Background: an optimization exercise with open tools, aiming at small area. Do not read the settings as production practice.
Only simulation tests tie the RTL to the original design; equivalence was not proved.
The flow treats the clock pin as an ideal source. Dropping or thinning the clock tree relies on that and would not hold on a real chip.
Power and IR drop assume default switching activity.

## nickel
Design top_level, start of the top module:
module top_level (
    input  wire        clk_100mhz,
    input  wire        btnC,
    input  wire [15:0] sw,
    output logic       tft_sclk,
    output logic       tft_copi,
    output logic       tft_cs,
    output logic       tft_rs,
    output logic       tft_rst,
    output logic       tft_bl
);
    localparam logic [24:0] C_RST   = 25'h0a1e41a;
    localparam logic [24:0] C_INIT2 = 25'h1fff586;
    localparam logic [24:0] C_RAMWR = 25'h1ffff86;
    logic rst;
    always_ff @(posedge clk_100mhz) rst <= btnC;
    logic [24:0] cnt;
    logic        act;      
    logic        dc;
    logic        rsth;
    logic [3:0]  pq;       
    wire [2:0]  dv = cnt[2:0];
    wire        hf = cnt[3];
    wire [2:0]  bi = cnt[6:4];
    wire [17:0] U  = cnt[24:7];
    wire run    = (dv <= 3'd4);
    wire s_done = (dv == 3'd5);
    wire s_send = (dv == 3'd6);
    wire initr  = U[17];
    logic [8:0] rom;
    always_comb begin
        case (U[4:0])
            5'd9: rom = 9'h001;
            5'd10: rom = 9'h011;
            5'd11: rom = 9'h03a;
            5'd12: rom = 9'h105;
            5'd13: rom = 9'h036;
            5'd14: rom = 9'h100;
            5'd15: rom = 9'h02a;
            5'd16: rom = 9'h100;
            5'd17: rom = 9'h100;
            5'd18: rom = 9'h100;
            5'd19: rom = 9'h17f;
            5'd20: rom = 9'h02b;
            5'd21: rom = 9'h100;
            5'd22: rom = 9'h100;
            5'd23: rom = 9'h100;
            5'd24: rom = 9'h19f;
            5'd25: rom = 9'h013;
            5'd26: rom = 9'h029;
            5'd27: rom = 9'h02c;
            5'd28: rom = 9'h000;
            5'd29: rom = 9'h000;
            5'd30: rom = 9'h000;
            5'd31: rom = 9'h02c;
            default: rom = 9'h000;
        endcase
    end
    wire [3:0] pos = {U[0], bi};
    wire [6:0] x = U[7:1];
  ...
Settings: LEC_CHECK=0, CAP_MARGIN=20, CORE_MARGIN=2, CORE_UTILIZATION=40, CTS_BUF_LIST=sky130_fd_sc_hd__clkbuf_8, CTS_CLUSTER_DIAMETER=500, CTS_CLUSTER_SIZE=60, SLEW_MARGIN=20; clock period 10.0 ns.
run.sh (not shown) runs the stock make flow with config.mk's settings and CLKGATE_MAP_FILE= SYNTH_SCRIPT=/design/flow/synth_recipe.tcl, a recipe that flattens the netlist after the stock synthesis.
nickel: all stages complete, timing, DRC and antenna checks passed
What violet does differently from nickel at the input level:
Settings: a change of CTS_CLUSTER_SIZE from 60 to 40.
==> flow/flow/run.sh (new file) <==
#!/bin/bash
# Standard ORFS flow; only the ABC mapping script of synthesis is replaced by an
# area-oriented one, the adder extraction is skipped, and the port buffers are buf_1.
set -euo pipefail
rm -rf scripts_own
cp -r "$FLOW_HOME/scripts" scripts_own
cp flow/abc_area.script scripts_own/abc_speed.script
bash standard.sh SCRIPTS_DIR="$PWD/scripts_own" ADDER_MAP_FILE= \
    BUFFER_PORTS_ARGS="-buffer_cell sky130_fd_sc_hd__buf_1" finish > flow_make.log 2>&1
==> flow/flow/abc_area.script (new file) <==
strash
&get -n
&deepsyn -T 60
&dch -f
&nf -R 1000
&put
strash
&get -n
&dch -f
&nf -R 1000
&put
==> flow/standard.sh (new file) <==
#!/bin/bash
# synth_recipe.tcl (not shown) runs the flow's synth.tcl, then flattens the netlist and writes it again
# the make line also repeats each setting of config.mk as NAME=value (left out here)
make -C /OpenROAD-flow-scripts/flow DESIGN_CONFIG=/design/flow/config.mk WORK_HOME=/design/flow/orfs CLKGATE_MAP_FILE= SYNTH_SCRIPT=/design/flow/synth_recipe.tcl "${@:-finish}"
removed: flow/run.sh
==> results.txt <==
Summary of violet over nickel: final non-filler cell area went down 27%; wire length went down 26%.
Comparing the two runs side by side, violet comes out behind nickel on power drawn by the clock network.
Synthesized cell count (violet over nickel): decrease, 102
Relative to nickel, the last weighted congestion value of the routability-driven placer of violet is higher by 6.1%.
The following lists how yarrow was set up differently from violet:
diff --git a/flow/flow/run.sh b/flow/flow/run.sh
--- a/flow/flow/run.sh
+++ b/flow/flow/run.sh
@@ -2,2 +2,3 @@
-# Standard ORFS flow; only the ABC mapping script of synthesis is replaced by an
-# area-oriented one, the adder extraction is skipped, and the port buffers are buf_1.
+# Standard ORFS flow with three changes: synthesis maps with an area-oriented
+# ABC script (flow/abc_area.script) and skips the adder extraction; the port
+# buffers are buf_1; clock tree synthesis is one clock buffer (flow/onebuf.tcl).
@@ -4,0 +6 @@
+CLKBUF=sky130_fd_sc_hd__clkbuf_16
@@ -7,0 +10,2 @@
+sed -i "s#^log_cmd clock_tree_synthesis .*#source $PWD/flow/onebuf.tcl\none_clock_buffer $CLKBUF\nset_propagated_clock [all_clocks]#" scripts_own/cts.tcl
+grep -q one_clock_buffer scripts_own/cts.tcl
==> flow/flow/onebuf.tcl (new file) <==
# Clock tree of one buffer: the clock port drives one clock buffer placed at
# the centre of the flip-flops, and that buffer drives every clock pin.
proc one_clock_buffer { cell } {
  set block [ord::get_db_block]
  set net [[$block findBTerm clk_100mhz] getNet]
  set master [[ord::get_db] findMaster $cell]
  set inst [odb::dbInst_create $block $master clkbuf_root]
  set onet [odb::dbNet_create $block clknet_root]
  $onet setSigType CLOCK
  set sx 0
  set sy 0
  set n 0
  foreach it [$net getITerms] {
    set loc [[$it getInst] getLocation]
    set sx [expr { $sx + [lindex $loc 0] }]
    set sy [expr { $sy + [lindex $loc 1] }]
    incr n
    $it disconnect
    $it connect $onet
  }
  [$inst findITerm A] connect $net
  [$inst findITerm X] connect $onet
  $inst setLocation [expr { $sx / $n }] [expr { $sy / $n }]
  $inst setPlacementStatus PLACED
  puts "one_clock_buffer: $cell drives $n clock pins"
}
When yarrow is set beside violet, its portion of total power attributed to combinational logic turns out to be 1.4 points larger. Looking only at total detailed-routing wirelength, and setting everything else aside, the lower value of yarrow and violet goes to yarrow. Power (yarrow vs. violet) decreases by more than 10%. Re global-route usage: yarrow and violet aren't equal, and the lower value belongs to yarrow.
> inputs changed (yarrow -> garnet)
Settings: CTS_BUF_LIST now sky130_fd_sc_hd__clkbuf_4, was sky130_fd_sc_hd__clkbuf_8; CTS_CLUSTER_DIAMETER now 300, was 500.
==> flow/flow/run.sh <==
#!/bin/bash
bash standard.sh > standard.log 2>&1
removed: flow/flow/abc_area.script
removed: flow/flow/onebuf.tcl
## What came out
- garnet ended with every stage complete and zero timing, DRC or antenna violations.
- Comparing yarrow and garnet, the lower worst setup slack was measured on garnet.
- Portion of netlist area occupied by mux cells ended up 3.4 points higher on garnet than on yarrow.
- Die area grows by more than a quarter when moving from yarrow to garnet.
The clock cells of yarrow come from the design's own scripts or RTL, not from TritonCTS.

* * *

The RTL this note starts from:
==> flow/design.v <==
`timescale 1ns/1ps
`default_nettype none
module top_level (
    input  wire        clk_100mhz,
    input  wire        btnC,
    input  wire [15:0] sw,
    output logic       tft_sclk,
    output logic       tft_copi,
    output logic       tft_cs,
    output logic       tft_rs,
    output logic       tft_rst,
    output logic       tft_bl
);
    localparam logic [24:0] C_RST   = 25'h0a1e41a;
    localparam logic [24:0] C_INIT2 = 25'h1fff586;
    localparam logic [24:0] C_RAMWR = 25'h1ffff86;
    logic rst;
    always_ff @(posedge clk_100mhz) rst <= btnC;
    logic [24:0] cnt;
    logic        act;      
    logic        dc;
    logic        rsth;
    logic [3:0]  pq;       
    wire [2:0]  dv = cnt[2:0];
    wire        hf = cnt[3];
    wire [2:0]  bi = cnt[6:4];
    wire [17:0] U  = cnt[24:7];
    wire run    = (dv <= 3'd4);
    wire s_done = (dv == 3'd5);
    wire s_send = (dv == 3'd6);
    wire initr  = U[17];
    logic [8:0] rom;
    always_comb begin
        case (U[4:0])
            5'd9: rom = 9'h001;
            5'd10: rom = 9'h011;
            5'd11: rom = 9'h03a;
            5'd12: rom = 9'h105;
            5'd13: rom = 9'h036;
            5'd14: rom = 9'h100;
            5'd15: rom = 9'h02a;
            5'd16: rom = 9'h100;
            5'd17: rom = 9'h100;
            5'd18: rom = 9'h100;
            5'd19: rom = 9'h17f;
            5'd20: rom = 9'h02b;
            5'd21: rom = 9'h100;
            5'd22: rom = 9'h100;
            5'd23: rom = 9'h100;
            5'd24: rom = 9'h19f;
            5'd25: rom = 9'h013;
            5'd26: rom = 9'h029;
            5'd27: rom = 9'h02c;
            5'd28: rom = 9'h000;
            5'd29: rom = 9'h000;
            5'd30: rom = 9'h000;
            5'd31: rom = 9'h02c;
            default: rom = 9'h000;
        endcase
    end
    wire [3:0] pos = {U[0], bi};
    wire [6:0] x = U[7:1];
    wire [7:0] y = U[15:8];
    wire ch_r = (pos <= 4'd4);
    wire ch_b = (pos >= 4'd11);
    wire ch_g = !ch_r && !ch_b;
    logic g;
    always_comb begin
        case (pos)
            4'd1, 4'd12: g = x[6];
            4'd2, 4'd13: g = x[5];
            4'd3, 4'd14: g = x[4];
            4'd4, 4'd15: g = x[3];
            4'd5: g = y[7];
            4'd6: g = y[6];
            4'd7: g = y[5];
            4'd8: g = y[4];
            4'd9: g = y[3];
            4'd10: g = y[2];
            default: g = 1'b0;
        endcase
    end
    wire bar_r = (x < 7'd43);
    wire bar_g = !bar_r && (x < 7'd86);
    wire bar_b = !bar_r && !bar_g;
    logic pbit;
    always_comb begin
        case (pq)
            4'h0: pbit = ch_r;
            4'h1: pbit = ch_g;
            4'h2: pbit = ch_b;
            4'h3: pbit = 1'b1;
            4'h4: pbit = x[4] ^ y[4];
            4'h5: pbit = ch_r & g;
            4'h6: pbit = ch_g & g;
            4'h7: pbit = ch_b & g;
            4'h8: pbit = (bar_r & ch_r) | (bar_g & ch_g) | (bar_b & ch_b);
            default: pbit = g;
        endcase
    end
    wire [7:0] rrev = {rom[0], rom[1], rom[2], rom[3], rom[4], rom[5], rom[6], rom[7]};
    wire rbit = rrev[bi];
    wire bit_o = initr ? rbit : pbit;
    wire m_rsthi = cnt[2] & cnt[3] & cnt[6] & cnt[10] & cnt[12] & cnt[13] & cnt[14] & cnt[15] & cnt[20] & cnt[22];
    wire m_b01   = dc && !act && cnt[7] & cnt[10] & cnt[24];
    wire m_b01e  = cnt[7] & cnt[8] & !cnt[23] & cnt[24];
    wire m_dlye  = !dc && !act && cnt[0] & cnt[1] & cnt[5] & cnt[7] & cnt[9] & cnt[10] & cnt[13] & cnt[14] & cnt[17] & cnt[19] & cnt[20] & !cnt[24];
    wire at_end  = dc && cnt[20] & cnt[22] & !cnt[23];
    wire e_redr  = !act && at_end && (sw[3:0] != pq);
    always_ff @(posedge clk_100mhz) begin
        if (rst) begin
            cnt  <= C_RST;
            act  <= 1'b0;
            dc   <= 1'b1;
            rsth <= 1'b0;
        end else begin
            if (m_rsthi) rsth <= 1'b1;
            if (m_dlye) cnt <= C_INIT2;
            else if (e_redr) cnt <= C_RAMWR;
            else if (!at_end) begin
                if (dv == 3'd4) begin
                    cnt[3] <= !hf;
                    if (hf) begin
                        cnt[6:4] <= bi + 1'b1;
                        if (bi == 3'd7) begin
                            cnt[2:0] <= 3'd5;
                            cnt[24:7] <= U + 1'b1;
                        end else cnt[2:0] <= 3'd0;
                    end else cnt[2:0] <= 3'd0;
                end else cnt[2:0] <= dv + 1'b1;
            end
            if (m_b01 || m_dlye || e_redr) act <= 1'b1;
            else if (m_b01e || at_end) act <= 1'b0;
            if (act && s_send && initr) dc <= rom[8];
            else if (act && s_done && !initr) dc <= 1'b1;
        end
    end
    always_ff @(posedge clk_100mhz)
        if (!act || s_done || s_send) pq <= sw[3:0];
    assign tft_sclk = act && run && hf;
    assign tft_copi = act && run && bit_o;
    assign tft_cs   = !act || (s_send && initr);
    assign tft_rs   = dc;
    assign tft_rst  = rsth;
    assign tft_bl   = 1'b1;
endmodule
`default_nettype wire
Settings: LEC_CHECK=0, CAP_MARGIN=20, CORE_MARGIN=2, CORE_UTILIZATION=40, CTS_BUF_LIST=sky130_fd_sc_hd__clkbuf_8, CTS_CLUSTER_DIAMETER=500, CTS_CLUSTER_SIZE=40, SLEW_MARGIN=20; clock period 10.0 ns.
standard.sh (not shown) runs the stock make flow with config.mk's settings and CLKGATE_MAP_FILE= SYNTH_SCRIPT=/design/flow/synth_recipe.tcl, a recipe that flattens the netlist after the stock synthesis.
==> flow/flow/run.sh <==
#!/bin/bash
# Standard ORFS flow; only the ABC mapping script of synthesis is replaced by an
# area-oriented one, the adder extraction is skipped, the port buffers are buf_1,
# and clock tree synthesis gets its own arguments (flow/cts_args.txt).
set -euo pipefail
rm -rf scripts_own
cp -r "$FLOW_HOME/scripts" scripts_own
cp flow/abc_area.script scripts_own/abc_speed.script
bash standard.sh SCRIPTS_DIR="$PWD/scripts_own" ADDER_MAP_FILE= \
    BUFFER_PORTS_ARGS="-buffer_cell sky130_fd_sc_hd__buf_1" \
    CTS_ARGS="$(cat flow/cts_args.txt)" finish > flow_make.log 2>&1
==> flow/flow/abc_area.script <==
strash
&get -n
&deepsyn -T 60
&dch -f
&nf -R 1000
&put
strash
&get -n
&dch -f
&nf -R 1000
&put
==> flow/flow/cts_args.txt <==
-root_buf sky130_fd_sc_hd__clkbuf_8 -buf_list sky130_fd_sc_hd__clkbuf_8 -sink_clustering_enable -sink_clustering_size 40 -sink_clustering_max_diameter 1000 -sink_clustering_levels 1 -dont_use_dummy_load -repair_clock_nets
==> next run, changes <==
==> flow/run.sh (new file) <==
#!/bin/bash
# synth_recipe.tcl (not shown) runs the flow's synth.tcl, then flattens the netlist and writes it again
# the make line also repeats each setting of config.mk as NAME=value (left out here)
make -C /OpenROAD-flow-scripts/flow DESIGN_CONFIG=/design/flow/config.mk WORK_HOME=/design/flow/orfs CLKGATE_MAP_FILE= SYNTH_SCRIPT=/design/flow/synth_recipe.tcl finish
CTS_BUF_LIST = sky130_fd_sc_hd__clkbuf_4   (was sky130_fd_sc_hd__clkbuf_8)
CTS_CLUSTER_DIAMETER = 300   (was 500)
removed: flow/flow/run.sh
removed: flow/flow/abc_area.script
removed: flow/flow/cts_args.txt
removed: flow/standard.sh
What happened: Fmax decreases by roughly a tenth. Power went up slightly. Clock skew came out higher by 5.9 ps. Area after synthesis rises by well over a third. Die area went up by well over a third. Clock power goes down by a little under a tenth. Wire length increases by well over a third. Hold slack improved by 17 ps. Final area climbs by well over a third.

what the ideal ports hide:
The results above use ideal ports. As a check the final layouts listed here were re-extracted and re-timed, cells and wires unchanged.
Step 1 assumes that a clkbuf_16 drives the clock port and a buf_2 every other input.
Step 2 adds t to the input delays and takes it off the output delays; t is the mean of the earliest and latest rising clock arrival at the registers after step 1. Input paths then give back, and output paths get back, about the clock's delay inside the block.
a / b / c = ideal / step 1 / step 2; a / b = the first two.
run | t (ns) | setup WS [ns] | worst setup path at the end | clock arrival spread, ns | cell pins on the clock port's net
nickel | 0.314 | 4.739 / 4.710 / 5.024 | register to output | 0.010 / 0.010 | 1
violet | 0.310 | 5.325 / 5.298 / 5.609 | register to output | 0.004 / 0.005 | 1
yarrow | 0.208 | 5.405 / 5.375 / 5.584 | register to output | 0.007 / 0.007 | 1
garnet | 0.364 | 4.677 / 4.649 / 5.013 | register to output | 0.015 / 0.016 | 1
the first run of note 2 | 0.307 | 5.319 / 5.292 / 5.599 | register to output | 0.009 / 0.009 | 1
the second run of note 2 | 0.364 | 4.677 / 4.649 / 5.013 | register to output | 0.015 / 0.016 | 1
After both steps every run listed still meets setup and hold.
